This is an optimization exercise on Yosys and OpenROAD, whose aim is a short achievable clock period and few clock cycles, not a production implementation.
No functional check of the RTL was part of any run shown here.
Power and IR drop assume default switching activity.

==> design/flow/design.v <==
module pcinc(input  [15:0] pc,
             output [15:0] pc2,
             output [10:0] hip, him);
  assign pc2 = pc + 16'd2;
  assign hip = pc[15:5] + 11'd1;
  assign him = pc[15:5] - 11'd1;
endmodule
module cmux #(parameter WIDTH = 11)
             (input              s,
              input  [WIDTH-1:0] d1, d0,
              output [WIDTH-1:0] y);
  assign y = s ? d1 : d0;
endmodule
module nsel #(parameter WIDTH = 11)
             (input              pt, c,
              input  [WIDTH-1:0] t1, t0, n,
              output [WIDTH-1:0] y);
  assign y = pt ? (c ? t1 : t0) : n;
endmodule
module cpu(input         clk, reset,
           input  [15:0] dataout, instruction,
           output        MemRd, MemWr,
           output [15:0] datain, instrAddr, dataAddr);
  reg [15:0] pc;           
  reg [15:0] ras;          
  reg        xv;           
  reg [7:1]  xao, xbo;     
  reg [7:0]  xsa, xsb;     
  reg [2:0]  xd;           
  reg        xwe;          
  reg        xand, xcall, xsub;  
  reg        ximm;         
  reg [15:0] xi;           
  reg        xld, xbyte, xsx, xst, xsv;
  reg [8:0]  xs9;          
  reg [2:0]  xm;           
  reg        xret, xpt;    
  reg [15:0] xpc2, xbt;    
  reg [15:0] xrt;          
  reg        xla, xlb;     
  reg [15:0] mres, mdata;
  reg [7:1]  mwe;          
  reg        mld, mbyte, msx, mwr;
  reg [15:0] r1, r2, r3, r4, r5, r6, r7;
  reg [7:1]  zf;           
  reg [15:0] xni;          
  reg        xaddi;        
  reg        xzk;          
  wire [7:0]  xdo = 8'd1 << xd;
  wire [15:0] av = ({16{xsa[0]}} & mres) | ({16{xsa[1]}} & r1) | ({16{xsa[2]}} & r2) |
                   ({16{xsa[3]}} & r3)   | ({16{xsa[4]}} & r4) | ({16{xsa[5]}} & r5) |
                   ({16{xsa[6]}} & r6)   | ({16{xsa[7]}} & r7);
  wire [15:0] bv = ({16{xsb[0]}} & mres) | ({16{xsb[1]}} & r1) | ({16{xsb[2]}} & r2) |
                   ({16{xsb[3]}} & r3)   | ({16{xsb[4]}} & r4) | ({16{xsb[5]}} & r5) |
                   ({16{xsb[6]}} & r6)   | ({16{xsb[7]}} & r7);
  wire        st = xv & (xla | xlb);           
  wire        go = xv & ~st;                   
  wire [15:0] bop = ximm ? xi : xsub ? ~bv : bv;
  wire [15:0] sum = av + bop + {15'd0, xsub};
  wire [15:0] res = xcall ? xpc2 : xand ? (av & bop) : sum;
  wire        eq = (av == bv);
  wire        lt = (av[15] ^ bv[15]) ? av[15] : (av[14:0] < bv[14:0]);   
  wire        mbr = eq ? xm[2] : lt ? xm[1] : xm[0];
  wire        mis = go & (mbr | (xret & (av != xrt)));
  wire [15:0] redir = xret ? av : xpt ? xpc2 : xbt;
  wire        xz  = xaddi ? (av == xni) : xand ? ((av & bop) == 16'd0) : eq;
  wire        mz  = (mres == 16'd0);
  wire [7:1]  mw  = mwe & {7{~mld}};
  wire [7:1]  ez  = (xwd & {7{xz}}) | (~xwd & mw & {7{mz}}) | (~xwd & ~mwe & zf);
  wire [7:1]  ekz = (xwd & {7{xzk}}) | (~xwd & ~(mwe & {7{mld}}));    
  wire [15:0] i  = instruction;
  wire [3:0]  op = i[15:12];
  wire [15:0] pc2;
  wire [10:0] hip, him;
  pcinc pci(pc, pc2, hip, him);
  wire [5:0]  lo = {1'b0, pc[4:0]} + {1'b0, i[4:0]};
  wire        c5 = lo[5];    
  wire [15:0] jt = {pc2[15:13], i[11:0], 1'b0};
  wire fbr  = (op[3:2] == 2'b10);
  wire fj   = (op[3:1] == 3'b110);
  wire fret = (op == 4'd14);
  wire fps  = i[4] | op[0] | (~op[1] & i[11]);    
  wire [7:0] pne = {~(ekz & ez), 1'b0};                           
  wire [7:0] peq = {(ekz & ez) | (~ekz & {7{i[4]}}), 1'b1};       
  wire       fzc = i[11] | (i[7:5] == 3'd0);       
  wire       rne = pne[i[10:8]], req = peq[i[10:8]];
  wire fpt  = (op[1] & fzc) ? (op[0] ? rne : req) : fps;
  wire sj   = fj;
  wire sr   = fret;
  wire [10:0] bt1 = i[4] ? pc[15:5] : hip;
  wire [10:0] bt0 = i[4] ? him : pc[15:5];
  wire [10:0] bth;
  cmux #(11) btm(c5, bt1, bt0, bth);
  wire [15:0] bt = {bth, lo[4:0]};
  wire [15:0] keep = mis ? redir : pc;
  wire        usek = mis | st;
  wire [15:0] nb  = ({16{sj}} & jt) | ({16{sr}} & ras) | ({16{~fbr & ~sj & ~sr}} & pc2);
  wire [15:0] tn  = usek ? keep : nb | ({16{fbr}} & pc2);             
  wire [15:0] t1  = usek ? keep : nb | ({16{fbr}} & {bt1, lo[4:0]});  
  wire [15:0] t0  = usek ? keep : nb | ({16{fbr}} & {bt0, lo[4:0]});  
  wire [15:0] pcd;
  nsel #(16) pcm(fpt & fbr, c5, t1, t0, tn, pcd);
  reg [2:0] ftk;
  always @(*)
    case (op[1:0])
      2'd0: ftk = 3'b110;    
      2'd1: ftk = 3'b101;    
      2'd2: ftk = 3'b100;    
      default: ftk = 3'b011;  
    endcase
  wire fR    = ~op[3] & ~op[2] & ~(op[1] & op[0]);           
  wire fA75  = (~op[3] & (op[2] | (op[1] & op[0]))) | (fbr & ~i[11]);
  wire fA7   = fret;
  wire fA119 = (op == 4'd15);
  wire fB108 = (op == 4'd7) | fbr;
  wire [7:0] d86  = 8'd1 << i[8:6];
  wire [7:0] d75  = 8'd1 << i[7:5];
  wire [7:0] d119 = 8'd1 << i[11:9];
  wire [7:0] d53  = 8'd1 << i[5:3];
  wire [7:0] d108 = 8'd1 << i[10:8];
  wire [7:0] fao = ({8{fR}} & d86) | ({8{fA75}} & d75) | ({8{fA119}} & d119) | ({8{fA7}} & 8'h80);
  wire [7:0] fbo = ({8{fR}} & d53) | ({8{fB108}} & d108);
  wire [7:1] xwd = {7{xv & xwe}} & xdo[7:1];
  wire       xw  = xv & xwe;
  wire       e86 = (i[8:6] == xd), e75 = (i[7:5] == xd), e119 = (i[11:9] == xd);
  wire       e53 = (i[5:3] == xd), e108 = (i[10:8] == xd), e7 = (xd == 3'd7);
  wire       ffa = xw & ((fR & e86) | (fA75 & e75) | (fA119 & e119) | (fA7 & e7));
  wire       ffb = xw & ((fR & e53) | (fB108 & e108));
  wire [2:0] fd  = fR ? i[11:9] : (op == 4'd13) ? 3'd7 : i[10:8];
  wire       fwe = (fR | (~op[3] & (op[2] ^ (op[1] & op[0]))) | (op == 4'd13)) & (fd != 3'd0);
  wire       fimm = ~fR;
  wire       fld  = (op == 4'd5) | (op == 4'd6);
  wire       fst  = (op == 4'd7) | (op == 4'd15);
  wire       fsv  = (op == 4'd15);
  wire       fand = (op == 4'd0) | (op == 4'd4);
  wire       fsub = (op == 4'd2);
  wire [15:0] fi  = (op == 4'd15) ? 16'd0 : {{11{i[4] & (op != 4'd4)}}, i[4:0]};
  always @(posedge clk or posedge reset)
    if (reset) begin
      pc <= 16'd0;
      xv <= 1'b0;
    end else begin
      pc <= pcd;
      xv <= ~mis;       
    end
  always @(posedge clk)
    if (!st && op == 4'd13) ras <= pc2;
  always @(posedge clk)
    if (st) begin
      xsa <= {xao, 1'b0}; xsb <= {xbo, 1'b0}; xla <= 1'b0; xlb <= 1'b0;
    end else begin
      xao <= fao[7:1]; xbo <= fbo[7:1];
      xsa <= {fao[7:1] & ~xwd, ffa};
      xsb <= {fbo[7:1] & ~xwd, ffb};
      xla <= ffa & xld; xlb <= ffb & xld;
      xd <= fd; xwe <= fwe; xand <= fand; xsub <= fsub; xcall <= (op == 4'd13);
      ximm <= fimm; xi <= fi;
      xld <= fld; xbyte <= (op == 4'd6); xsx <= i[11]; xst <= fst; xsv <= fsv;
      xs9 <= i[8:0];
      xm <= fbr ? (ftk ^ {3{fpt}}) : 3'b000;
      xret <= fret; xpt <= fpt;
      xni <= 16'd0 - fi; xaddi <= (op == 4'd3);
      xzk <= (op == 4'd3) | (op == 4'd2) | (op == 4'd0) | (op == 4'd4);
      xpc2 <= pc2; xbt <= bt; xrt <= ras;
    end
  always @(posedge clk or posedge reset)
    if (reset) begin
      mwe <= 7'd0; mld <= 1'b0; mwr <= 1'b0;
    end else begin
      mwe <= (go & xwe) ? xdo[7:1] : 7'd0; mld <= go & xld; mwr <= go & xst;
    end
  always @(posedge clk) begin
    mres  <= res;
    mdata <= xsv ? {{7{xs9[8]}}, xs9} : bv;
    mbyte <= xbyte;
    msx   <= xsx;
  end
  wire [15:0] ldv = mbyte ? {{8{msx & dataout[7]}}, dataout[7:0]} : dataout;
  wire [15:0] wv  = mld ? ldv : mres;
  always @(posedge clk) begin
    if (mwe[1]) r1 <= wv;
    if (mwe[2]) r2 <= wv;
    if (mwe[3]) r3 <= wv;
    if (mwe[4]) r4 <= wv;
    if (mwe[5]) r5 <= wv;
    if (mwe[6]) r6 <= wv;
    if (mwe[7]) r7 <= wv;
  end
  wire wz = (wv == 16'd0);
  always @(posedge clk) begin
    if (mwe[1]) zf[1] <= wz;
    if (mwe[2]) zf[2] <= wz;
    if (mwe[3]) zf[3] <= wz;
    if (mwe[4]) zf[4] <= wz;
    if (mwe[5]) zf[5] <= wz;
    if (mwe[6]) zf[6] <= wz;
    if (mwe[7]) zf[7] <= wz;
  end
  assign instrAddr = pc;
  assign dataAddr  = mres;
  assign datain    = mdata;
  assign MemRd     = mld;
  assign MemWr     = mwr;
endmodule
==> design/flow/flow/run.sh <==
#!/bin/bash
# Own flow: the standard layout, with two changes to how it is made (the clock period
# and constraints are unchanged):
#  - the port buffers that buffer_ports inserts are plain buffers (buf_2), not whatever cell
#    it picks by default (a delay cell on this platform);
#  - repair_timing aims for more setup slack than the default.
set -euo pipefail
bash standard.sh SETUP_SLACK_MARGIN=9.2 'BUFFER_PORTS_ARGS=-buffer_cell sky130_fd_sc_hd__buf_2' finish > flow_standard.log 2>&1
==> design/flow/standard.sh <==
#!/bin/bash
# synth_recipe.tcl (not shown) runs the flow's synth.tcl, then flattens the netlist and writes it again
# the make line also repeats each setting of config.mk as NAME=value (left out here)
make -C /OpenROAD-flow-scripts/flow DESIGN_CONFIG=/design/flow/config.mk WORK_HOME=/design/flow/orfs CLKGATE_MAP_FILE= SYNTH_SCRIPT=/design/flow/synth_recipe.tcl "${@:-finish}"
==> design/flow/config.mk <==
export PLATFORM = sky130hd
export DESIGN_NAME = cpu
export DESIGN_NICKNAME = cpu
export VERILOG_FILES = /design/flow/design.v
export SDC_FILE = /design/flow/constraint.sdc
export NUM_CORES = 4
export LEC_CHECK = 0
export CAP_MARGIN = 20
export CORE_MARGIN = 2
export CORE_UTILIZATION = 40
export PLACE_DENSITY = 0.6
export SLEW_MARGIN = 20
export SYNTH_HIERARCHICAL = 1
==> design/flow/constraint.sdc <==
create_clock -name core_clock -period 13.0 [get_ports {clk}]
set_input_delay 2.6000 -clock core_clock [delete_from_list [all_inputs] [get_ports {clk}]]
set_output_delay 2.6000 -clock core_clock [all_outputs]
set_load 0.01 [all_outputs]
==> key figures, run 1 <==
Floorplanning
  – Die W: 216.6 um
  – Io pins: 84
  – Initial core utilization: 40.72%
  – Core region area: 44,410 um^2
  – Num rows: 77
  – Die Y: 216.6 um
  – Die ar.: 46,940 um^2

Power
  – Net Sw Power: roughly 1.6 mW
  – Logic pwr share: approximately two fifths
  – Peak supply drop: 0.0001148 V
  – Seq pwr share: roughly 36%
  – Cell area power density: 186.1 nW/um^2
  – Leak: ~8.8 nW
  – Clk pwr share: 24.3%
  – P_int: 2.703 mW
  – Switching part of the total power: a little under two fifths

Setup path
  – Reg2Reg Depth: 15
  – Crit-path cells: buf_4, a22oi_1, nand4_1, ha_1, nand4_1, nor3_4, a41oi_4, buf_12, a2111oi_4, nor3b_2, o32a_1, buf_4, buf_6, o41a_1, o211ai_1
  – Worst path required time: ~13 ns
  – Crit Path Class: flip-flop to flip-flop
  – Worst path slowest cell: ha_1
  – CP max stage delay: 0.43 ns
  – Critical Path Source Type: flip-flop
  – Setup slack, reg-to-reg: roughly 8.8 ns
  – Worst-path maximum fanout: 16
  – R2R Path Start: xsa[1]$_DFF_P_
  – RR Endpoint: xm[1]$_SDFFCE_PN0N_
  – CP Capture Type: flip-flop
  – Critical Path AT: 4.64 ns

Final layout
  – Final net count: 1,931
  – Commonest cells after routing, fill and taps aside: edfxtp_1 (245), buf_4 (134), a21oi_1 (116), nor2_1 (114), a22oi_1 (105)
  – Final Cell Area: 23,150 um^2
  – Fin util: 52.11%
  – Commonest non-fill, non-tap cell in the layout: edfxtp_1
  – Area Overhead vs Synth: 27.97%
  – Share of cells above drive strength 1: 34.63%

Detailed routing
  – DRT iter0 DRCs: roughly 2,300
  – DRC: 0
  – Vias per cell: ~6.2
  – Post-route ant nets: 0
  – Wire per inst: 26.84 um
  – Via count: approximately 15,000
  – Drt pass-1 iters: 7
  – Post-Route WL: ~66,000 um

Logic synthesis
  – Flops & latches, synth: 323
  – Syn avg cell area: between 10 and 15 um^2
  – Post-Synth XOR/XNOR Area: 4.939%
  – Post-synth ARST share: under 10%
  – Simple-gate portion of the synthesized area: 11.82%
  – Area of the mapped netlist: 18,090 um^2
  – Synth unique cells: 75
  – Yosys warnings: 7
  – Compound-Gate Fraction of Synth Area: 17.74%
  – Largest cells by area after synthesis: edfxtp_1 (41%), dfxtp_1 (5.8%), a22oi_1 (5.4%)
  – Yosys top cell by area: edfxtp_1
  – Adder-cell area share of the yosys netlist: 3.652%
  – EDFF count, synth: 245
  – Seq/Total Area, Yosys: 50.03%
  – Largest family of logic cells by synthesized area: compound AO/OA/AOI/OAI gates
  – Syn Inst Count: 1,664
  – Top_reg_cell synth: edfxtp_1
  – Top cell type's share of synthesized area: about two fifths
  – Mux cell area share after synthesis: between 7 and 8%

Place
  – Placer Congestion: 0.9164
  – Post-Place Setup Slack: 7.700 ns
  – Hpwl dp: 40,670 um
  – # port buffers: 83
  – DP Area: between 15,000 and 20,000 um^2

Min path
  – Hold crit path type: flip-flop to flip-flop
  – Hold Startpoint: xsx$_DFFE_PN_
  – Endpoint, Worst Hold: msx$_DFF_P_
  – Hold Path Depth: 0

STA
  – Slew Viols, Final: 0
  – Actual slew at the worst max-slew pin: 1.135 ns
  – RSZ-0062 raised after global routing: true
  – Final hold violations: 0
  – F_max: 235.9 MHz
  – Post-Route Skew: roughly 0.03 ns
  – Final setup violation count: 0
  – Final worst slack: 8.761 ns
  – Post-layout min period: 4.239 ns
  – Setup_tns: 0 ns
  – Slew margin rel.: between 20% and 30%
  – Final worst-path cycle share: 32.61%

Clocking
  – Root Buffer: clkbuf_16
  – Cts hold-fix bufs: 0
  – Clock Latency Late Sink: 0.57 ns
  – TritonCTS clock tree: built
  – CTS Buf Count: 38
  – Reg clk slew, reported paths: 0.06 ns
  – Clock Sinks: 323
  – Clock tree buffer depth: 3
  – CTS H-tree lvls: 2

Flow run
  – Max-cap violations: 0

GRT
  – Number of global-route vias before repair: 14,630
  – Initial antenna violation count: 3
  – GRT Util Overall: between 20% and 30%
  – Remaining Overflow, GRT: 0
  – First-pass GRT wire length: around 95,000 um
  – Largest net degree at the start of global routing: 87

Status
  – Status: finished clean
how the worst max path moves through the flow:
stage / endpoint / cells after the start / startpoint
final: xm[1]$_SDFFCE_PN0N_ / 15 / xsa[1]$_DFF_P_
after global routing: pc[3]$_DFF_PP0_ / 17 / xsa[1]$_DFF_P_
after CTS: pc[14]$_DFF_PP0_ / 21 / r1[0]$_DFFE_PP_
after detailed placement: pc[14]$_DFF_PP0_ / 16 / xsa[0]$_SDFF_PP0_
after global placement: pc[11]$_DFF_PP0_ / 13 / instruction[12]
after floorplan: xni[11]$_DFFE_PN_ / 9 / instruction[12]
per-module statistics from Yosys, one instance, submodules excluded, excerpt:
module / cells / times used
pcinc: 92 / 1
cpu: 1507 / 1
cells in the mapped netlist, types with 11 or more instances:
cell type    n
xnor2_1     41
dfxtp_1     52
nand3_1     25
mux2_2      53
nand2_1    106
o21ai_0     41
xor2_1      61
buf_6       17
a22oi_1    131
nor2b_1     11
nor4_1      18
ha_1        48
dfrtp_1     26
nor3_1      31
a21o_1      11
nand2b_1    11
o22ai_1     11
nor2_1     138
edfxtp_1   245
clkbuf_1    86
o221ai_1    44
mux2i_1     47
nand4_1     38
inv_1       60
a21oi_1    140
cell families (layout without fill, tap and decap cells):
group	count (synthesis)	count (layout)
AND/OR/NAND/NOR	426	427
XOR/XNOR	102	102
buffers and inverters	184	393
AO/OA/AOI/OAI	464	464
adder cells (fa/ha/maj)	51	51
other	0	1
multiplexers	114	114
flip-flops	323	323
power by group through the flow:
stage | Clock [mW] | Combinational [mW] | Sequential, mW
final | 1.05 | 1.70 | 1.56
after detailed placement | 0 | 1.25 | 1.62
after CTS | 1.06 | 1.57 | 1.55
after floorplan | 0 | 0.940 | 1.50
after global routing | 1.10 | 1.81 | 1.56
after global placement | 0 | 1.24 | 1.61
worst max-delay path: cells and delay by family, from the launching register on:
family / cells / cell delay [ns]
adders and majority gates: 1 / 0.43
AOI/OAI and AO/OA: 6 / 1.63
DFF: 1 / 0.33
and+or+nand+nor: 4 / 0.99
buffers and inverters: 4 / 0.68
stage by stage:
stage                     hold slack (ns)  cells  power [mW]
after floorplan                    0.3233   1664       2.440
after global placement             0.3355   2237       2.849
final                              0.3545   2467       4.307
after global routing               0.3677   2466       4.471
after detailed placement           0.3471   2237       2.872
after CTS                          0.3592   2426       4.172
area by class of cell:
type	instances	area, um^2
Fill cell	3773	21270
Multi-Input combinational cell	1158	9425
Sequential cell	323	9131
Timing Repair Buffer	265	2411
Clock buffer	54	1094
Tap cell	592	740.7
Inverter	60	235.2
Clock inverter	14	106.4
Antenna cell	1	2.502
what timing repair did:
action / 4_1_cts / 5_1_grt
cloned: 9 / 2
setup buffers: 112 / 34
endpoints found under the setup margin: 127 / 63
resized for setup: 229 / 84
pin swaps: 58 / 72
layer usage:
metal | track usage, % | up-vias | wire length (um)
met5 | 0 | - | 18
met4 | 11.21 | 2 | 2732
met3 | 7.972 | 195 | 7159
met2 | 41.29 | 981 | 29610
met1 | 36.37 | 7535 | 26690
li1 | - | 6692 | -
==> inputs of run 2 (changes only) <==
--- a/design/flow/design.v
+++ b/design/flow/design.v
@@ -18,2 +18,15 @@
   assign y = pt ? (c ? t1 : t0) : n;
+endmodule
+module bpred(input  [3:0] op,
+             input        i11, i4,
+             input  [2:0] rs, rd,
+             input  [7:1] kz, kn,
+             output       ptb);
+  wire fps = i4 | op[0] | (~op[1] & i11);
+  wire fzc = i11 | (rs == 3'd0);
+  wire [7:0] z = {kz, 1'b1};
+  wire [7:0] n = {kn, 1'b0};
+  wire rne = ~z[rd];
+  wire req = z[rd] | (~n[rd] & i4);
+  assign ptb = (op[3:2] == 2'b10) & ((op[1] & fzc) ? (op[0] ? rne : req) : fps);
 endmodule
@@ -35,3 +48,4 @@
   reg [8:0]  xs9;          
-  reg [2:0]  xm;           
+  reg [2:0]  xtk;          
+  reg        xbr;          
   reg        xret, xpt;    
@@ -46,3 +60,2 @@
   reg [15:0] xni;          
-  reg        xaddi;        
   reg        xzk;          
@@ -62,2 +75,3 @@
   wire        lt = (av[15] ^ bv[15]) ? av[15] : (av[14:0] < bv[14:0]);   
+  wire [2:0]  xm  = {3{xbr}} & (xtk ^ {3{xpt}});    
   wire        mbr = eq ? xm[2] : lt ? xm[1] : xm[0];
@@ -65,3 +79,3 @@
   wire [15:0] redir = xret ? av : xpt ? xpc2 : xbt;
-  wire        xz  = xaddi ? (av == xni) : xand ? ((av & bop) == 16'd0) : eq;
+  wire        xz  = (av == xni);
   wire        mz  = (mres == 16'd0);
@@ -81,8 +95,4 @@
   wire fret = (op == 4'd14);
-  wire fps  = i[4] | op[0] | (~op[1] & i[11]);    
-  wire [7:0] pne = {~(ekz & ez), 1'b0};                           
-  wire [7:0] peq = {(ekz & ez) | (~ekz & {7{i[4]}}), 1'b1};       
-  wire       fzc = i[11] | (i[7:5] == 3'd0);       
-  wire       rne = pne[i[10:8]], req = peq[i[10:8]];
-  wire fpt  = (op[1] & fzc) ? (op[0] ? rne : req) : fps;
+  wire fpt;
+  bpred bp(op, i[11], i[4], i[7:5], i[10:8], ekz & ez, ekz & ~ez, fpt);
   wire sj   = fj;
@@ -101,3 +111,3 @@
   wire [15:0] pcd;
-  nsel #(16) pcm(fpt & fbr, c5, t1, t0, tn, pcd);
+  nsel #(16) pcm(fpt, c5, t1, t0, tn, pcd);
   reg [2:0] ftk;
@@ -159,6 +169,6 @@
       xs9 <= i[8:0];
-      xm <= fbr ? (ftk ^ {3{fpt}}) : 3'b000;
+      xtk <= ftk; xbr <= fbr;
       xret <= fret; xpt <= fpt;
-      xni <= 16'd0 - fi; xaddi <= (op == 4'd3);
-      xzk <= (op == 4'd3) | (op == 4'd2) | (op == 4'd0) | (op == 4'd4);
+      xni <= 16'd0 - fi;
+      xzk <= (op == 4'd3);
       xpc2 <= pc2; xbt <= bt; xrt <= ras;
==> run 2 against run 1 <==
Net effect:
- via count shrank 5.4%
- fmax is 2.1% lower
- area after synthesis shrank 2.2%
- utilization down 3.0 points
- clock power about the same
- sequential cell count is the same
- final cell count fell by 4.6%
- worst hold slack got worse by 0.0074 ns
- register-to-register slack worse by 0.09 ns
- clock skew fell by 0.010 ns
- largest cell class is now sequential cells
- largest power group is now sequential cells
- highest routed layer unchanged
==> key figures, run 2 <==
Power
  – Peak supply drop: 0.0001450 V (was 0.0001148 V)
  – Cell area power density: 195.5 nW/um^2 (was 186.1 nW/um^2)
  – Leak: 8.043 nW (was 8.750 nW)
  – Power Total: 4.217 mW (was 4.307 mW)

Setup path
  – Setup slack, reg-to-reg: 8.67 ns (was 8.76 ns)
  – Worst-path maximum fanout: 8 (was 16)
  – Critical Path Source Type: flip-flop (unchanged)
  – Crit Path Class: flip-flop to flip-flop (unchanged)
  – CP Capture Type: flip-flop (unchanged)
  – Worst path required time: 13.46 ns (was 13.40 ns)
  – Critical Path AT: 4.79 ns (was 4.64 ns)

Detailed routing
  – Post-route ant nets: 0 (unchanged)
  – Via count: 14,570 (was 15,410)
  – Vias per cell: 6.191 (was 6.244)
  – Post-Route WL: 61,870 um (was 66,210 um)
  – Drt pass-1 iters: 6 (was 7)
  – Wire per inst: 26.29 um (was 26.84 um)
  – DRT iter0 DRCs: 1,829 (was 2,309)
  – DRC: 0 (unchanged)

Floorplanning
  – Num rows: 77 (unchanged)
  – Die Y: 214.2 um (was 216.6 um)
  – Io pins: 84 (unchanged)
  – Core region area: 43,930 um^2 (was 44,410 um^2)
  – Initial core utilization: 40.25% (was 40.72%)
  – Die W: 214.2 um (was 216.6 um)
  – Die ar.: 45,900 um^2 (was 46,940 um^2)

GRT
  – GRT Util Overall: 25.84% (was 27.20%)
  – Initial antenna violation count: 3 (unchanged)
  – GR peak layer: met2 (unchanged)
  – Number of global-route vias before repair: 13,660 (was 14,630)
  – First-pass GRT wire length: 89,500 um (was 94,840 um)
  – GRT met1 Usage: 36.14% (was 36.37%)
  – Met2 GRT Util: 39.31% (was 41.29%)
  – Largest net degree at the start of global routing: 83 (was 87)
  – Met3 Track Usage GR: 5.603% (was 7.972%)
  – Remaining Overflow, GRT: 0 (unchanged)

Clocking
  – CTS H-tree lvls: 2 (unchanged)
  – Clock tree buffer depth: 3 (unchanged)
  – Root Buffer: clkbuf_16 (unchanged)
  – CTS Buf Count: 37 (was 38)
  – TritonCTS clock tree: built (unchanged)
  – Reg clk slew, reported paths: 0.06 ns (about the same)
  – Clock Latency Late Sink: 0.54 ns (was 0.57 ns)
  – Clock Sinks: 323 (unchanged)

Logic synthesis
  – Yosys warnings: 7 (unchanged)
  – Largest cells by area after synthesis: edfxtp_1 (42%), dfxtp_1 (5.9%), a22oi_1 (5.8%) (was edfxtp_1 (41%), dfxtp_1 (5.8%), a22oi_1 (5.4%))
  – Area of the mapped netlist: 17,680 um^2 (was 18,090 um^2)
  – Flops & latches, synth: 323 (unchanged)
  – Post-synth ARST share: 8.050% (unchanged)
  – Top_reg_cell synth: edfxtp_1 (unchanged)
  – Synth unique cells: 75 (unchanged)
  – Yosys top cell by area: edfxtp_1 (unchanged)
  – EDFF count, synth: 245 (unchanged)
  – Seq/Total Area, Yosys: 51.18% (was 50.03%)
  – Syn Inst Count: 1,609 (was 1,664)
  – Most frequent cell after synthesis: edfxtp_1 (unchanged)
  – Syn avg cell area: 10.99 um^2 (was 10.87 um^2)
  – Top cell type's share of synthesized area: 41.61% (was 40.68%)
  – Top cells by count, synth: edfxtp_1 (245), a22oi_1 (137), a21oi_1 (135) (was edfxtp_1 (245), a21oi_1 (140), nor2_1 (138))

Final layout
  – Share of cells above drive strength 1: 28.05% (was 34.63%)
  – Fillers: 3,984 (was 3,773)
  – Final Non-Filler Cells: 2,353 (was 2,467)
  – Final net count: 1,816 (was 1,931)
  – Area Overhead vs Synth: 22.02% (was 27.97%)
  – Final Cell Area: 21,570 um^2 (was 23,150 um^2)
  – Ant. Diodes: 0 (was 1)
  – Commonest cells after routing, fill and taps aside: edfxtp_1 (245), a22oi_1 (123), a21oi_1 (122), nand2_1 (105), nor2_1 (102) (was edfxtp_1 (245), buf_4 (134), a21oi_1 (116), nor2_1 (114), a22oi_1 (105))
  – Commonest non-fill, non-tap cell in the layout: edfxtp_1 (unchanged)

Min path
  – Hold crit path type: flip-flop to flip-flop (unchanged)

STA
  – Hold Slack: 0.3471 ns (was 0.3545 ns)
  – Slew margin rel.: 26.52% (was 24.32%)
  – Actual slew at the worst max-slew pin: 1.102 ns (was 1.135 ns)
  – Final setup violation count: 0 (unchanged)
  – Final worst-path cycle share: 33.32% (was 32.61%)
  – Post-Route Skew: 0.01986 ns (was 0.03002 ns)
  – RSZ-0062 raised after global routing: true (unchanged)
  – F_max: 230.9 MHz (was 235.9 MHz)
  – Post-layout min period: 4.331 ns (was 4.239 ns)
  – Setup_tns: 0 ns (unchanged)
  – Slew Viols, Final: 0 (unchanged)
  – Final hold violations: 0 (unchanged)

Place
  – Hpwl dp: 40,200 um (was 40,670 um)
  – Placed cell count: 2,200 (was 2,237)
  – Placer Congestion: 0.9297 (was 0.9164)
  – # port buffers: 83 (unchanged)
  – DP Area: 18,740 um^2 (was 19,120 um^2)

Flow run
  – Max-cap violations: 0 (unchanged)

Status
  – Status: finished clean (unchanged)
run 2: cell count changes after synthesis, moves of 6 or more:
cell,before,now
xor2_1,61,49
and3_1,4,11
a22oi_1,131,137
o21ai_0,41,48
nor3_1,31,21
buf_1,8,14
o21a_1,10,4
nor2_1,138,122
clkbuf_1,86,59
nand4_2,7,0
inv_1,60,47
xnor2_1,41,60
buf_2,10,23
run 2: worst paths after layout:
path                                          to      startpoint  cells past startpoint
worst min register to register       msx$_DFF_P_   xsx$_DFFE_PN_                      0
min in group asynchronous       pc[12]$_DFF_PP0_           reset                      3
max in group asynchronous       mwe[5]$_DFF_PP0_           reset                      3
worst max-delay path            pc[10]$_DFF_PP0_  xsa[2]$_DFF_P_                     16
worst min-delay path                 msx$_DFF_P_   xsx$_DFFE_PN_                      0
worst max register to register  pc[10]$_DFF_PP0_  xsa[2]$_DFF_P_                     16
run 2: layout make-up:
| class | instances | area (um^2) | share of cell area, % |
|---|---|---|---|
| multi-input cells | 1123 | 8587 | 39.80 |
| inverters | 52 | 210.2 | 0.9743 |
| repair buffers | 196 | 1673 | 7.754 |
| clock buffers | 48 | 998.5 | 4.628 |
| well taps | 592 | 740.7 | 3.433 |
| flip-flops and latches | 323 | 9131 | 42.32 |
| clock inverters | 19 | 234.0 | 1.084 |
run 2: cell families (layout without fill, tap and decap cells):
family	after synthesis	count (layout)	synth area share, %
adders and majority gates	50	50	3.659
and+or+nand+nor	411	412	11.35
xor gates and xnor gates	109	109	5.399
AOI/OAI and AO/OA	441	441	16.97
muxes	111	111	7.112
DFF	323	323	51.18
buffers and inverters	164	315	4.331
run 2: metrics by stage:
stage	setup slack (ns)	util [%]
finish	8.669	49.11
detailed placement	7.591	42.65
global route	8.620	49.11
CTS	8.806	47.63
floorplan	8.590	-
global placement	7.652	42.59
run 2: timing repair:
item	CTS	global route
pin swaps	25	49
gates cloned	3	3
endpoints found under the setup margin	110	67
hold endpoints to repair	0	0
hold buffers	0	0
gates resized for setup	132	103
setup buffers	52	28
run 2: layer usage:
metal | vias up | wire [um]
li1 | 6374 | -
met1 | 7218 | 25810
met2 | 836 | 27700
met3 | 137 | 6009
met4 | 2 | 2337
met5 | - | 13
run 2: per-module statistics from Yosys (local to each module, per instance), a selection:
module  copies in the design  cells
pcinc                      1     92
cpu                        1   1432
bpred                      1     20
run 2: worst max-delay path, cell delays in order, from the launching register on:
cell and delay (ns):
dfxtp_4 0.39, buf_6 0.15, a22oi_2 0.15, nand4_1 0.24, or3_4 0.48, a2111oi_4 0.43, o21ai_4 0.17, mux2_4 0.31
o211a_1 0.12, mux4_2 0.50, a211oi_4 0.30, o21ai_4 0.11, a2111oi_4 0.30, buf_6 0.21, clkbuf_16 0.19, nor2_1 0.05
a21oi_1 0.13
run 2: power breakdown:
group	leakage (nW)	internal [mW]	switching [mW]	total [mW]
clock	0.595	0.643	0.431	1.07
sequential	3.16	1.37	0.223	1.59
combinational	4.29	0.678	0.875	1.55
==> inputs of run 3 (changes only) <==
--- a/design/flow/flow/run.sh
+++ b/design/flow/flow/run.sh
@@ -7,2 +7,2 @@
 set -euo pipefail
-bash standard.sh SETUP_SLACK_MARGIN=9.2 'BUFFER_PORTS_ARGS=-buffer_cell sky130_fd_sc_hd__buf_2' finish > flow_standard.log 2>&1
+bash standard.sh SETUP_SLACK_MARGIN=9.2 ADDER_MAP_FILE= 'BUFFER_PORTS_ARGS=-buffer_cell sky130_fd_sc_hd__buf_2' finish > flow_standard.log 2>&1
==> run 3 against run 2 <==
Net effect:
- global-route usage increased by 0.55 points
- non-clock buffer count increased by 39
- critical path type unchanged
- sequential power decreased by 4%
- final cell count increased by 2.7%
- power decreased by 6.3%
- fmax increased by 0.65%
- via count increased by 1.9%
- clock skew increased by 0.0085 ns
- worst hold slack got worse by 0.0083 ns
- combinational power decreased by 12%
- synthesized cell count increased by 2.2%
==> key figures, run 3 <==
Status
  – Status: finished clean (unchanged)

GRT
  – Initial antenna violation count: 1 (was 3)
  – Remaining Overflow, GRT: 0 (unchanged)
  – Number of global-route vias before repair: 13,900 (was 13,660)
  – First-pass GRT wire length: 91,510 um (was 89,500 um)
  – Largest net degree at the start of global routing: 84 (was 83)
  – GRT Util Overall: 26.39% (was 25.84%)

Power
  – Leak: 7.895 nW (was 8.043 nW)
  – Peak supply drop: 0.0001518 V (was 0.0001450 V)
  – Power Total: 3.952 mW (was 4.217 mW)
  – Cell area power density: 181.9 nW/um^2 (was 195.5 nW/um^2)

Place
  – # port buffers: 83 (unchanged)
  – Placer Congestion: 0.9041 (was 0.9297)
  – Post-Place Setup Slack: 7.453 ns (was 7.591 ns)
  – DP Area: 18,520 um^2 (was 18,740 um^2)
  – Placed cell count: 2,214 (was 2,200)
  – Hpwl dp: 39,340 um (was 40,200 um)

Final layout
  – Commonest non-fill, non-tap cell in the layout: edfxtp_1 (unchanged)
  – Area Overhead vs Synth: 22.98% (was 22.02%)
  – Commonest cells after routing, fill and taps aside: edfxtp_1 (245), nor2_1 (132), a22oi_1 (130), buf_4 (130), a21oi_1 (103) (was edfxtp_1 (245), a22oi_1 (123), a21oi_1 (122), nand2_1 (105), nor2_1 (102))
  – Final Non-Filler Cells: 2,416 (was 2,353)
  – Fillers: 3,974 (was 3,984)
  – Final net count: 1,829 (was 1,816)
  – Final Cell Area: 21,730 um^2 (was 21,570 um^2)
  – Ant. Diodes: 0 (unchanged)
  – Fin util: 49.46% (was 49.11%)
  – Share of cells above drive strength 1: 29.93% (was 28.05%)

Clocking
  – Root Buffer: clkbuf_16 (unchanged)
  – TritonCTS clock tree: built (unchanged)
  – Clock Latency Late Sink: 0.57 ns (was 0.54 ns)
  – CTS Buf Count: 37 (unchanged)
  – Clock Sinks: 323 (unchanged)
  – CTS H-tree lvls: 2 (unchanged)
  – Reg clk slew, reported paths: 0.06 ns (about the same)
  – Clock tree buffer depth: 3 (unchanged)

STA
  – Hold Slack: 0.3388 ns (was 0.3471 ns)
  – Final setup violation count: 0 (unchanged)
  – RSZ-0062 raised after global routing: true (unchanged)
  – Slew Viols, Final: 0 (unchanged)
  – Final hold violations: 0 (unchanged)
  – Post-Route Skew: 0.02840 ns (was 0.01986 ns)
  – Post-layout min period: 4.303 ns (was 4.331 ns)
  – Setup_tns: 0 ns (unchanged)
  – Final worst slack: 8.697 ns (was 8.669 ns)
  – Actual slew at the worst max-slew pin: 1.084 ns (was 1.102 ns)
  – Slew margin rel.: 27.73% (was 26.52%)
  – F_max: 232.4 MHz (was 230.9 MHz)
  – Final worst-path cycle share: 33.10% (was 33.32%)

Logic synthesis
  – Largest cells by area after synthesis: edfxtp_1 (42%), a22oi_1 (6.5%), dfxtp_1 (5.9%) (was edfxtp_1 (42%), dfxtp_1 (5.9%), a22oi_1 (5.8%))
  – Syn Inst Count: 1,644 (was 1,609)
  – Most frequent cell after synthesis: edfxtp_1 (unchanged)
  – Top cell type's share of synthesized area: 41.64% (was 41.61%)
  – Post-synth ARST share: 8.050% (unchanged)
  – Yosys warnings: 7 (unchanged)
  – Area of the mapped netlist: 17,670 um^2 (was 17,680 um^2)
  – Syn avg cell area: 10.75 um^2 (was 10.99 um^2)
  – Flops & latches, synth: 323 (unchanged)
  – Top_reg_cell synth: edfxtp_1 (unchanged)
  – Yosys top cell by area: edfxtp_1 (unchanged)
  – EDFF count, synth: 245 (unchanged)
  – Top cells by count, synth: edfxtp_1 (245), a22oi_1 (152), nor2_1 (139) (was edfxtp_1 (245), a22oi_1 (137), a21oi_1 (135))
  – Synth unique cells: 84 (was 75)
  – Seq/Total Area, Yosys: 51.21% (was 51.18%)

Setup path
  – CP Capture Type: flip-flop (unchanged)
  – Worst path required time: 13.44 ns (was 13.46 ns)
  – Critical Path Source Type: flip-flop (unchanged)
  – Worst-path maximum fanout: 21 (was 8)
  – Critical Path AT: 4.74 ns (was 4.79 ns)
  – Crit Path Class: flip-flop to flip-flop (unchanged)

Detailed routing
  – DRT iter0 DRCs: 1,924 (was 1,829)
  – Drt pass-1 iters: 6 (unchanged)
  – Post-route ant nets: 0 (unchanged)
  – DRC: 0 (unchanged)
  – Via count: 14,840 (was 14,570)
  – Wire per inst: 26.11 um (was 26.29 um)
  – Vias per cell: 6.143 (was 6.191)
  – Post-Route WL: 63,090 um (was 61,870 um)

Floorplanning
  – Die Y: 214.2 um (about the same)
  – Die ar.: 45,870 um^2 (was 45,900 um^2)
  – Initial core utilization: 40.22% (was 40.25%)
  – Die W: 214.2 um (about the same)
  – Core region area: 43,930 um^2 (unchanged)
  – Io pins: 84 (unchanged)
  – Num rows: 77 (unchanged)

Flow run
  – Max-cap violations: 0 (unchanged)

Min path
  – Hold crit path type: flip-flop to flip-flop (unchanged)
[run 3: changes by cell type after synthesis, moves of 10 or more]
cell / delta
a21oi_1: -11
a22oi_1: +15
ha_1: -46
inv_1: -11
maj3_1: +16
mux2_2: -12
nand2_1: -12
nor2_1: +17
o211ai_1: +17
o21ai_0: +47
o21ai_1: +10
o221ai_1: -42
xnor2_1: +25
xor2_1: -12
[run 3: cells by family after synthesis]
kind of cell,count (synthesis),share of synthesized area [%]
compound gates,483,18.08
xor+xnor,122,6.047
fa+ha+maj,21,1.239
buf+inv,161,4.688
flops,323,51.21
mux,104,6.642
simple gates,430,12.09
[run 3: critical path: stages, from the launching register on]
cell	delay [ns]
dfxtp_4	0.52
a22oi_1	0.14
nand4_1	0.21
buf_4	0.15
nand2b_1	0.07
maj3_1	0.36
maj3_1	0.39
maj3_2	0.33
o21ai_1	0.16
nor3_2	0.10
mux2i_1	0.17
mux2_1	0.34
o211ai_1	0.17
and3_4	0.23
or2_4	0.15
bufbuf_16	0.30
o21ai_1	0.11
mux2i_1	0.19
a21oi_1	0.09
[run 3: final cells by class]
class | instances | area (um^2) | share of cell area (%)
clock buffers | 48 | 1017 | 4.681
multi-input cells | 1161 | 8536 | 39.28
inverters | 37 | 145.1 | 0.6679
flip-flops and latches | 323 | 9173 | 42.21
well taps | 592 | 740.7 | 3.409
clock inverters | 20 | 215.2 | 0.9904
repair buffers | 235 | 1903 | 8.758
[run 3: per-module statistics from Yosys (local to each module, per instance), excerpt]
module	cells	flops+latches	copies in the design	area, um^2
pcinc	89	0	1	614.3
cpu	1470	323	1	16350
bpred	20	0	1	183.9
[run 3: what timing repair did]
action	CTS	global route
hold buffers	0	0
endpoints found under the setup margin	125	63
gates cloned	4	2
pin swaps	30	26
resized for setup	162	66
setup buffers	90	38
[run 3: path summary, 6_finish.rpt]
| check | from | end | slack (ns) | cells past startpoint |
|---|---|---|---|---|
| min in group asynchronous | reset | mwe[2]$_DFF_PP0_ | 2.15 | 3 |
| worst max-delay path | xsa[1]$_DFF_P_ | pc[11]$_DFF_PP0_ | 8.70 | 18 |
| max in group asynchronous | reset | pc[6]$_DFF_PP0_ | 10.45 | 3 |
| worst min register to register | xbyte$_DFFE_PN_ | mbyte$_DFF_P_ | 0.34 | 0 |
| worst min-delay path | xbyte$_DFFE_PN_ | mbyte$_DFF_P_ | 0.34 | 0 |
| worst max register to register | xsa[1]$_DFF_P_ | pc[11]$_DFF_PP0_ | 8.70 | 18 |
[run 3: layer usage]
metal  vias up  wire length (um)  track usage, %
met1      7249             25640           37.34
met4         2              2690           10.79
met5         -                13               0
met3       153              6983           5.135
met2       930             27760           39.73
li1       6508                 -               -
[run 3: power breakdown]
part           switching (mW)  internal (mW)  total, mW
Sequential              0.185           1.34       1.52
Clock                   0.448          0.619       1.07
Combinational           0.779          0.581       1.36
Total                    1.41           2.54       3.95
==> inputs of run 4 (changes only) <==
--- a/design/flow/design.v
+++ b/design/flow/design.v
@@ -70,5 +70,6 @@
   wire        go = xv & ~st;                   
-  wire [15:0] bop = ximm ? xi : xsub ? ~bv : bv;
-  wire [15:0] sum = av + bop + {15'd0, xsub};
-  wire [15:0] res = xcall ? xpc2 : xand ? (av & bop) : sum;
+  wire [15:0] bop = ximm ? xi : bv;
+  wire [15:0] sum = av + bop;
+  wire [15:0] dif = av - bv;
+  wire [15:0] res = xcall ? xpc2 : xand ? (av & bop) : xsub ? dif : sum;
   wire        eq = (av == bv);
@@ -79,3 +80,5 @@
   wire [15:0] redir = xret ? av : xpt ? xpc2 : xbt;
-  wire        xz  = (av == xni);
+  wire [7:0]  xe  = {r7 == xni, r6 == xni, r5 == xni, r4 == xni, r3 == xni, r2 == xni, r1 == xni,
+                     mres == xni};
+  wire        xz  = |(xsa & xe);
   wire        mz  = (mres == 16'd0);
--- a/design/flow/flow/run.sh
+++ b/design/flow/flow/run.sh
@@ -7,2 +7,2 @@
 set -euo pipefail
-bash standard.sh SETUP_SLACK_MARGIN=9.2 ADDER_MAP_FILE= 'BUFFER_PORTS_ARGS=-buffer_cell sky130_fd_sc_hd__buf_2' finish > flow_standard.log 2>&1
+bash standard.sh SETUP_SLACK_MARGIN=9.2 'BUFFER_PORTS_ARGS=-buffer_cell sky130_fd_sc_hd__buf_2' finish > flow_standard.log 2>&1
==> run 4 against run 3 <==
Net effect:
- still clean
- fmax rose by 4.4%
- global-route usage rose by 2.0 points
- sequential share of layout area fell by 4.3 points
==> key figures, run 4 <==
Status
  – Status: finished clean (unchanged)

STA
  – Slew Viols, Final: 0 (unchanged)
  – Setup_tns: 0 ns (unchanged)
  – F_max: 242.7 MHz (was 232.4 MHz)
  – Post-layout min period: 4.120 ns (was 4.303 ns)
  – Actual slew at the worst max-slew pin: 0.9219 ns (was 1.084 ns)
  – Final setup violation count: 0 (unchanged)
  – Post-Route Skew: 0.01638 ns (was 0.02840 ns)
  – Final worst-path cycle share: 31.69% (was 33.10%)
  – Final hold violations: 0 (unchanged)
  – RSZ-0062 raised after global routing: true (unchanged)
  – Slew margin rel.: 38.54% (was 27.73%)
  – Hold Slack: 0.3554 ns (was 0.3388 ns)

Logic synthesis
  – Area of the mapped netlist: 19,410 um^2 (was 17,670 um^2)
  – Top_reg_cell synth: edfxtp_1 (unchanged)
  – Syn Inst Count: 1,892 (was 1,644)
  – Syn avg cell area: 10.26 um^2 (was 10.75 um^2)
  – Yosys warnings: 7 (unchanged)
  – Largest cells by area after synthesis: edfxtp_1 (38%), a22oi_1 (5.8%), xnor2_1 (5.4%) (was edfxtp_1 (42%), a22oi_1 (6.5%), dfxtp_1 (5.9%))
  – Flops & latches, synth: 323 (unchanged)
  – EDFF count, synth: 245 (unchanged)
  – Yosys top cell by area: edfxtp_1 (unchanged)
  – Top cells by count, synth: edfxtp_1 (245), a22oi_1 (150), nand2_1 (138) (was edfxtp_1 (245), a22oi_1 (152), nor2_1 (139))
  – Synth unique cells: 83 (was 84)
  – Seq/Total Area, Yosys: 46.61% (was 51.21%)
  – Most frequent cell after synthesis: edfxtp_1 (unchanged)
  – Post-synth ARST share: 8.050% (unchanged)
  – Top cell type's share of synthesized area: 37.89% (was 41.64%)

Clocking
  – Reg clk slew, reported paths: 0.06 ns (about the same)
  – Root Buffer: clkbuf_16 (unchanged)
  – CTS Buf Count: 38 (was 37)
  – Clock Latency Late Sink: 0.56 ns (was 0.57 ns)
  – Clock Sinks: 323 (unchanged)
  – CTS H-tree lvls: 2 (unchanged)
  – Clock tree buffer depth: 3 (unchanged)
  – TritonCTS clock tree: built (unchanged)

Detailed routing
  – Drt pass-1 iters: 8 (was 6)
  – Wire per inst: 27.40 um (was 26.11 um)
  – Post-route ant nets: 0 (unchanged)
  – Via count: 16,890 (was 14,840)
  – Vias per cell: 6.264 (was 6.143)
  – Post-Route WL: 73,890 um (was 63,090 um)
  – DRC: 0 (unchanged)
  – DRT iter0 DRCs: 2,405 (was 1,924)

Floorplanning
  – Core region area: 47,850 um^2 (was 43,930 um^2)
  – Num rows: 80 (was 77)
  – Io pins: 84 (unchanged)
  – Die ar.: 50,320 um^2 (was 45,870 um^2)
  – Initial core utilization: 40.58% (was 40.22%)
  – Die W: 224.3 um (was 214.2 um)
  – Die Y: 224.3 um (was 214.2 um)

GRT
  – GRT Util Overall: 28.43% (was 26.39%)
  – Largest net degree at the start of global routing: 88 (was 84)
  – Remaining Overflow, GRT: 0 (unchanged)
  – Number of global-route vias before repair: 15,900 (was 13,900)
  – Initial antenna violation count: 0 (was 1)
  – First-pass GRT wire length: 106,000 um (was 91,510 um)

Power
  – Power Total: 4.449 mW (was 3.952 mW)
  – Switching part of the total power: 38.21% (was 35.74%)
  – P_int: 2.749 mW (was 2.540 mW)
  – Seq pwr share: 35.3% (was 38.6%)
  – Clk pwr share: 23.9% (was 27.0%)
  – Logic pwr share: 40.8% (was 34.4%)
  – Net Sw Power: 1.700 mW (was 1.412 mW)
  – Cell area power density: 184.8 nW/um^2 (was 181.9 nW/um^2)
  – Peak supply drop: 0.0001459 V (was 0.0001518 V)
  – Leak: 9.036 nW (was 7.895 nW)

Setup path
  – Setup slack, reg-to-reg: 8.90 ns (was 8.70 ns)
  – Worst path required time: 13.44 ns (about the same)
  – RR Endpoint: pc[8]$_DFF_PP0_ (was pc[11]$_DFF_PP0_)
  – Crit Path Class: input pin to flip-flop (was flip-flop to flip-flop)
  – CP Capture Type: flip-flop (unchanged)
  – Reg2Reg Depth: 18 (unchanged)
  – R2R Path Start: xni[1]$_DFFE_PN_ (was xsa[1]$_DFF_P_)
  – Critical Path AT: 4.56 ns (was 4.74 ns)
  – Worst-path maximum fanout: 8 (was 21)
  – Critical Path Source Type: input pin (was flip-flop)

Final layout
  – Fillers: 4,298 (was 3,974)
  – Final net count: 2,131 (was 1,829)
  – Final Non-Filler Cells: 2,697 (was 2,416)
  – Commonest cells after routing, fill and taps aside: edfxtp_1 (245), a22oi_1 (139), nand2_1 (135), buf_4 (132), nor2_1 (123) (was edfxtp_1 (245), nor2_1 (132), a22oi_1 (130), buf_4 (130), a21oi_1 (103))
  – Area Overhead vs Synth: 24.03% (was 22.98%)
  – Share of cells above drive strength 1: 28.00% (was 29.93%)
  – Final Cell Area: 24,080 um^2 (was 21,730 um^2)
  – Ant. Diodes: 0 (unchanged)
  – Commonest non-fill, non-tap cell in the layout: edfxtp_1 (unchanged)

Place
  – Placer Congestion: 0.9532 (was 0.9041)
  – Placed cell count: 2,495 (was 2,214)
  – DP Area: 20,460 um^2 (was 18,520 um^2)
  – # port buffers: 83 (unchanged)
  – Hpwl dp: 49,040 um (was 39,340 um)

Min path
  – Endpoint, Worst Hold: msx$_DFF_P_ (was mbyte$_DFF_P_)
  – Hold Startpoint: xsx$_DFFE_PN_ (was xbyte$_DFFE_PN_)
  – Hold crit path type: flip-flop to flip-flop (unchanged)
  – Hold Path Depth: 0 (unchanged)

Flow run
  – Max-cap violations: 0 (unchanged)
run 4: power by group through the flow:
stage                     Combinational (mW)  Clock (mW)  Sequential (mW)
after global routing                    1.94        1.11             1.58
after global placement                  1.33           0             1.64
after CTS                               1.65        1.08             1.57
after detailed placement                1.35           0             1.65
after floorplan                         1.02           0             1.51
final                                   1.82        1.06             1.57
run 4: logic make-up after synthesis:
logic type	share of synthesized area [%]
simple gates	13.42
flops	46.61
buf+inv	4.531
mux	6.109
compound gates	17.43
fa+ha+maj	3.029
xor+xnor	8.881
run 4: what timing repair did:
item,4_1_cts,5_1_grt
pin swaps,39,74
gates cloned,6,6
endpoints found under the setup margin,122,60
hold buffers,0,0
endpoints found under the hold margin,0,0
buffers inserted,80,40
resized for setup,152,136
run 4: area by class of cell:
type                    instances  area [um^2]  area share, %
clock buffers                  49         1075          4.463
repair buffers                255         2263          9.399
well taps                     615        769.5          3.195
inverters                      57        220.2         0.9145
clock inverters                21        167.7         0.6962
multi-input cells            1377        10450          43.41
flip-flops and latches        323         9133          37.92
run 4: metal layers:
layer | global-route usage (%) | wire (um) | vias up
li1 | - | - | 7392
met1 | 39.66 | 31060 | 8255
met2 | 43.15 | 31940 | 1048
met3 | 5.879 | 7511 | 199
met4 | 11.69 | 3377 | 0
met5 | 0 | 0 | -
run 4: stage by stage:
stage / util (%) / setup slack [ns]
final: 50.33 / 8.880
after global routing: 50.33 / 8.763
after CTS: 48.19 / 8.932
after detailed placement: 42.76 / 7.853
after global placement: 42.76 / 7.856
after floorplan: - / 8.604
run 4: per-module statistics from Yosys (local to each module, per instance), excerpt:
module,flip-flops and latches,copies in the design,cells
cpu,323,1,1715
pcinc,0,1,92
bpred,0,1,20
run 4: worst max path at each step:
stage | startpoint | endpoint | slack, ns | depth (start not counted)
after floorplan | instruction[9] | pc[6]$_DFF_PP0_ | 8.60 | 9
after global placement | instruction[12] | pc[5]$_DFF_PP0_ | 7.86 | 12
after detailed placement | instruction[12] | pc[6]$_DFF_PP0_ | 7.85 | 12
after CTS | instruction[9] | xpt$_DFFE_PN_ | 8.93 | 8
after global routing | xsb[2]$_DFF_P_ | pc[1]$_DFF_PP0_ | 8.76 | 17
final | instruction[9] | pc[8]$_DFF_PP0_ | 8.88 | 10
run 4: critical path: stages:
cell,delay (ns)
buf_16,0.09
mux4_2,0.49
and2_4,0.19
or3_4,0.37
o21ai_4,0.16
a2111oi_4,0.09
buf_6,0.21
buf_16,0.17
nor2_2,0.11
a21oi_1,0.06
==> inputs of run 5 (changes only) <==
--- a/design/flow/design.v
+++ b/design/flow/design.v
@@ -31,2 +31,15 @@
   assign ptb = (op[3:2] == 2'b10) & ((op[1] & fzc) ? (op[0] ? rne : req) : fps);
+endmodule
+module ao4 #(parameter WIDTH = 16)
+            (input              s0, s1, s2, s3,
+             input  [WIDTH-1:0] d0, d1, d2, d3,
+             output [WIDTH-1:0] y);
+  assign y = ({WIDTH{s0}} & d0) | ({WIDTH{s1}} & d1) | ({WIDTH{s2}} & d2) | ({WIDTH{s3}} & d3);
+endmodule
+module fdec(input  [3:0] op,
+            output       sj, sr, sb, ss);
+  assign sj = op[3] & op[2] & ~op[1];
+  assign sr = op[3] & op[2] & op[1] & ~op[0];
+  assign sb = op[3] & ~op[2];
+  assign ss = ~op[3] | (op[3] & op[2] & op[1] & op[0]);
 endmodule
@@ -100,4 +113,2 @@
   bpred bp(op, i[11], i[4], i[7:5], i[10:8], ekz & ez, ekz & ~ez, fpt);
-  wire sj   = fj;
-  wire sr   = fret;
   wire [10:0] bt1 = i[4] ? pc[15:5] : hip;
@@ -107,9 +118,13 @@
   wire [15:0] bt = {bth, lo[4:0]};
+  wire        sj, sr, sb, ss;
+  fdec fd0(op, sj, sr, sb, ss);
   wire [15:0] keep = mis ? redir : pc;
   wire        usek = mis | st;
-  wire [15:0] nb  = ({16{sj}} & jt) | ({16{sr}} & ras) | ({16{~fbr & ~sj & ~sr}} & pc2);
-  wire [15:0] tn  = usek ? keep : nb | ({16{fbr}} & pc2);             
-  wire [15:0] t1  = usek ? keep : nb | ({16{fbr}} & {bt1, lo[4:0]});  
-  wire [15:0] t0  = usek ? keep : nb | ({16{fbr}} & {bt0, lo[4:0]});  
-  wire [15:0] pcd;
+  wire [15:0] p1, p0, pn, t1, t0, tn, pcd;
+  ao4 #(16) a1(sj, sr, ss, sb, jt, ras, pc2, {bt1, lo[4:0]}, p1);    
+  ao4 #(16) a0(sj, sr, ss, sb, jt, ras, pc2, {bt0, lo[4:0]}, p0);    
+  ao4 #(16) an(sj, sr, ss, sb, jt, ras, pc2, pc2, pn);               
+  cmux #(16) k1(usek, keep, p1, t1);
+  cmux #(16) k0(usek, keep, p0, t0);
+  cmux #(16) kn(usek, keep, pn, tn);
   nsel #(16) pcm(fpt, c5, t1, t0, tn, pcd);
==> run 5 against run 4 <==
Net effect:
- final area rose by 3.8%
- highest routed layer is now met5
- fmax fell by 0.88%
- largest cell class unchanged
- global-route usage barely moved
- critical path type is now flip-flop to flip-flop
- first-iteration DRC count rose by 11%
- register-to-register slack got worse by 0.06 ns
- final cell count rose by 4.8%
- count of clock-buffer cells in the layout fell by 5
- non-clock buffer count fell by 25
- still clean
- clock skew rose by 0.0034 ns
- die area rose by 7.7%
==> key figures, run 5 <==
Place
  – Post-Place Setup Slack: 7.827 ns (was 7.853 ns)
  – Hpwl dp: 52,010 um (was 49,040 um)
  – # port buffers: 83 (unchanged)
  – Placer Congestion: 0.9620 (was 0.9532)
  – Placed cell count: 2,638 (was 2,495)

STA
  – Slew margin rel.: 20.49% (was 38.54%)
  – RSZ-0062 raised after global routing: true (unchanged)
  – Final worst slack: 8.843 ns (was 8.880 ns)
  – Slew Viols, Final: 0 (unchanged)
  – F_max: 240.6 MHz (was 242.7 MHz)
  – Post-layout min period: 4.157 ns (was 4.120 ns)
  – Hold Slack: 0.3440 ns (was 0.3554 ns)
  – Post-Route Skew: 0.01981 ns (was 0.01638 ns)
  – Setup_tns: 0 ns (unchanged)
  – Final worst-path cycle share: 31.98% (was 31.69%)
  – Actual slew at the worst max-slew pin: 1.193 ns (was 0.9219 ns)
  – Final hold violations: 0 (unchanged)
  – Final setup violation count: 0 (unchanged)

Power
  – Leak: 9.393 nW (was 9.036 nW)
  – Peak supply drop: 0.0001028 V (was 0.0001459 V)
  – Power Total: 4.817 mW (was 4.449 mW)
  – Cell area power density: 192.8 nW/um^2 (was 184.8 nW/um^2)

Clocking
  – TritonCTS clock tree: built (unchanged)
  – Reg clk slew, reported paths: 0.06 ns (about the same)
  – Root Buffer: clkbuf_16 (unchanged)
  – Clock Latency Late Sink: 0.58 ns (was 0.56 ns)
  – Clock Sinks: 323 (unchanged)
  – CTS H-tree lvls: 2 (unchanged)
  – CTS Buf Count: 39 (was 38)
  – Clock tree buffer depth: 3 (unchanged)

Final layout
  – Commonest cells after routing, fill and taps aside: edfxtp_1 (245), a22oi_1 (172), nand2_1 (144), nor2_1 (144), xnor2_1 (117) (was edfxtp_1 (245), a22oi_1 (139), nand2_1 (135), buf_4 (132), nor2_1 (123))
  – Area Overhead vs Synth: 19.40% (was 24.03%)
  – Commonest non-fill, non-tap cell in the layout: edfxtp_1 (unchanged)
  – Fillers: 4,638 (was 4,298)
  – Final Non-Filler Cells: 2,827 (was 2,697)
  – Final net count: 2,193 (was 2,131)
  – Register Area: 9149 um^2 (was 9133 um^2)
  – Share of cells above drive strength 1: 30.48% (was 28.00%)
  – Multi-input gate area: 11,510 um^2 (was 10,450 um^2)

Logic synthesis
  – Compound-Gate Fraction of Synth Area: 16.92% (was 17.43%)
  – Top cells by count, synth: edfxtp_1 (245), a22oi_1 (173), nor2_1 (154) (was edfxtp_1 (245), a22oi_1 (150), nand2_1 (138))
  – Largest family of logic cells by synthesized area: compound AO/OA/AOI/OAI gates (unchanged)
  – Adder-cell area share of the yosys netlist: 2.804% (was 3.029%)
  – Post-synth ARST share: 8.050% (unchanged)
  – Mux cell area share after synthesis: 9.690% (was 6.109%)
  – Yosys top cell by area: edfxtp_1 (unchanged)
  – Simple-gate portion of the synthesized area: 13.38% (was 13.42%)
  – Area of the mapped netlist: 20,930 um^2 (was 19,410 um^2)
  – Top_reg_cell synth: edfxtp_1 (unchanged)
  – Synth unique cells: 89 (was 83)
  – EDFF count, synth: 245 (unchanged)
  – Top cell type's share of synthesized area: 35.15% (was 37.89%)
  – Flops & latches, synth: 323 (unchanged)
  – Syn avg cell area: 10.55 um^2 (was 10.26 um^2)
  – Yosys warnings: 7 (unchanged)
  – Post-Synth XOR/XNOR Area: 8.243% (was 8.881%)
  – Seq/Total Area, Yosys: 43.23% (was 46.61%)
  – Largest cells by area after synthesis: edfxtp_1 (35%), a22oi_1 (6.2%), xnor2_1 (5.0%) (was edfxtp_1 (38%), a22oi_1 (5.8%), xnor2_1 (5.4%))
  – Syn Inst Count: 1,984 (was 1,892)
  – Most frequent cell after synthesis: edfxtp_1 (unchanged)

Floorplanning
  – Io pins: 84 (unchanged)
  – Die ar.: 54,170 um^2 (was 50,320 um^2)
  – Die W: 232.8 um (was 224.3 um)
  – Core region area: 51,510 um^2 (was 47,850 um^2)
  – Initial core utilization: 40.64% (was 40.58%)
  – Die Y: 232.8 um (was 224.3 um)
  – Num rows: 83 (was 80)

GRT
  – Number of global-route vias before repair: 16,990 (was 15,900)
  – Remaining Overflow, GRT: 0 (unchanged)
  – Largest net degree at the start of global routing: 77 (was 88)
  – Initial antenna violation count: 3 (was 0)
  – GRT Util Overall: 28.48% (was 28.43%)
  – First-pass GRT wire length: 113,800 um (was 106,000 um)

Setup path
  – CP max stage delay: 0.57 ns (was 0.49 ns)
  – Critical Path Source Type: flip-flop (was input pin)
  – Crit-path cells: buf_6, and3_1, o2111ai_4, nor4_2, nor4_1, nand4_1, buf_6, nor2_1, a21oi_2, nor2b_1, mux4_2, and2_4, or3_4, o21ai_2, a2111oi_4, buf_6, clkbuf_16, nor2_1, a21oi_1 (was buf_16, mux4_2, and2_4, or3_4, o21ai_4, a2111oi_4, buf_6, buf_16, nor2_2, a21oi_1)
  – Crit Path Class: flip-flop to flip-flop (was input pin to flip-flop)
  – Worst path slowest cell: edfxtp_1 (was mux4_2)
  – Critical Path AT: 4.60 ns (was 4.56 ns)
  – Worst path required time: 13.44 ns (about the same)
  – Worst-path maximum fanout: 8 (unchanged)
  – CP Capture Type: flip-flop (unchanged)
  – Crit path top cell by count: buf_6 (was buf_16)
  – Reg2Reg Depth: 19 (was 18)

Detailed routing
  – Via count: 18,090 (was 16,890)
  – Post-Route WL: 79,020 um (was 73,890 um)
  – Vias per cell: 6.399 (was 6.264)
  – DRT iter0 DRCs: 2,677 (was 2,405)
  – Wire per inst: 27.95 um (was 27.40 um)
  – DRC: 0 (unchanged)
  – Drt pass-1 iters: 7 (was 8)
  – Post-route ant nets: 0 (unchanged)

Min path
  – Hold crit path type: flip-flop to flip-flop (unchanged)
  – Hold Path Depth: 0 (unchanged)

Flow run
  – Max-cap violations: 0 (unchanged)

Status
  – Status: finished clean (unchanged)
## run 5: critical path, delay by kind of cell, from the launching register on
family	cells	cell delay [ns]
buffers and inverters	4	0.75
flip-flops	1	0.57
AO/OA/AOI/OAI	5	0.60
multiplexers	1	0.47
AND/OR/NAND/NOR	9	1.59
## run 5: layout make-up
type,instances,area share (%)
Multi-Input combinational cell,1460,46.05
Sequential cell,323,36.61
Timing Repair Buffer,230,7.835
Clock buffer,44,4.020
Tap cell,680,3.404
Clock inverter,28,1.141
Inverter,61,0.9262
Antenna cell,1,0.01001
## run 5: kinds of logic (layout without fill, tap and decap cells)
logic type                 Yosys count  count (layout)
AOI/OAI and AO/OA                  485             485
xor gates and xnor gates           194             194
adders and majority gates           46              46
buffers and inverters              204             363
DFF                                323             323
muxes                              167             167
other                                1               4
and+or+nand+nor                    564             565
## run 5: repair_timing
item                       in CTS  in global routing
setup buffers                  74                 34
gates cloned                    5                  3
setup endpoints to repair     104                 73
pin swaps                      20                 30
hold buffers                    0                  0
gates resized for setup       154                 75
## run 5: Yosys stat by module (local to each module, per instance), excerpt
module | copies in the design | cell area, um^2
bpred | 1 | 183.9
cpu | 1 | 17430
fdec | 1 | 37.54
pcinc | 1 | 620.6
## run 5: worst paths after layout
path | startpoint | end | slack, ns
setup / recovery | xni[12]$_DFFE_PN_ | pc[10]$_DFF_PP0_ | 8.84
hold / removal | xsx$_DFFE_PN_ | msx$_DFF_P_ | 0.34
setup reg to reg | xni[12]$_DFFE_PN_ | pc[10]$_DFF_PP0_ | 8.84
hold reg to reg | xsx$_DFFE_PN_ | msx$_DFF_P_ | 0.34
max in group asynchronous | reset | pc[11]$_DFF_PP0_ | 10.48
min in group asynchronous | reset | mwr$_DFF_PP0_ | 2.12
## run 5: report_power, final
group,leakage (nW),switching (mW),internal (mW)
logic,5.59,1.15,0.937
clock network,0.631,0.480,0.644
registers,3.17,0.224,1.38
total,9.39,1.85,2.96
## run 5: through the flow
step / cell area, um^2 / utilization [%]
global placement: 21720 / 42.16
detailed placement: 21770 / 42.26
finish: 24990 / 48.52
CTS: 24340 / 47.25
floorplan: 21230 / -
global route: 24990 / 48.51
## run 5: layer usage
| layer | vias to the layer above | share of wire (%) | GRT usage [%] |
|---|---|---|---|
| met5 | - | 0.016 | 0 |
| met2 | 1292 | 42 | 41.89 |
| met3 | 268 | 11 | 5.355 |
| li1 | 7678 | - | - |
| met4 | 2 | 5.2 | 12.82 |
| met1 | 8850 | 41 | 40.51 |

## static timing again, ports no longer ideal
The flow's constraints put no driver on any port. The routed layouts listed below were extracted and timed again, unchanged, in two steps.
Step 1 sets driving cells, clkbuf_16 on the clock port and buf_2 on the other inputs (assumed; they add their load-dependent delay and slew).
Step 2 moves the port delays by t, midway between the first and last clock arrival at a register: inputs arrive t later, outputs are due t later. That takes back most of the time a late clock gives input paths.
a / b / c = ideal ports / drivers / drivers and shift; a / b = the first two.
| run | t (ns) | setup WS [ns] | worst hold slack (ns) | worst setup path after step 2 | pins driven straight from the clock port |
|---|---|---|---|---|---|
| run 1 | 0.611 | 8.761 / 8.761 / 8.222 | 0.355 / 0.355 / 0.355 | input to register | 1 |
| run 2 | 0.589 | 8.669 / 8.669 / 8.256 | 0.347 / 0.347 / 0.347 | input to register | 1 |
| run 3 | 0.613 | 8.697 / 8.697 / 8.149 | 0.339 / 0.339 / 0.339 | input to register | 1 |
| run 4 | 0.615 | 8.880 / 8.847 / 8.232 | 0.355 / 0.355 / 0.355 | input to register | 1 |
| run 5 | 0.623 | 8.843 / 8.843 / 8.231 | 0.344 / 0.344 / 0.344 | input to register | 1 |
After both steps every run listed still meets setup and hold. For run 4, which loses most, drivers alone change the setup slack by -0.033 ns; drivers and shift together by -0.648 ns.
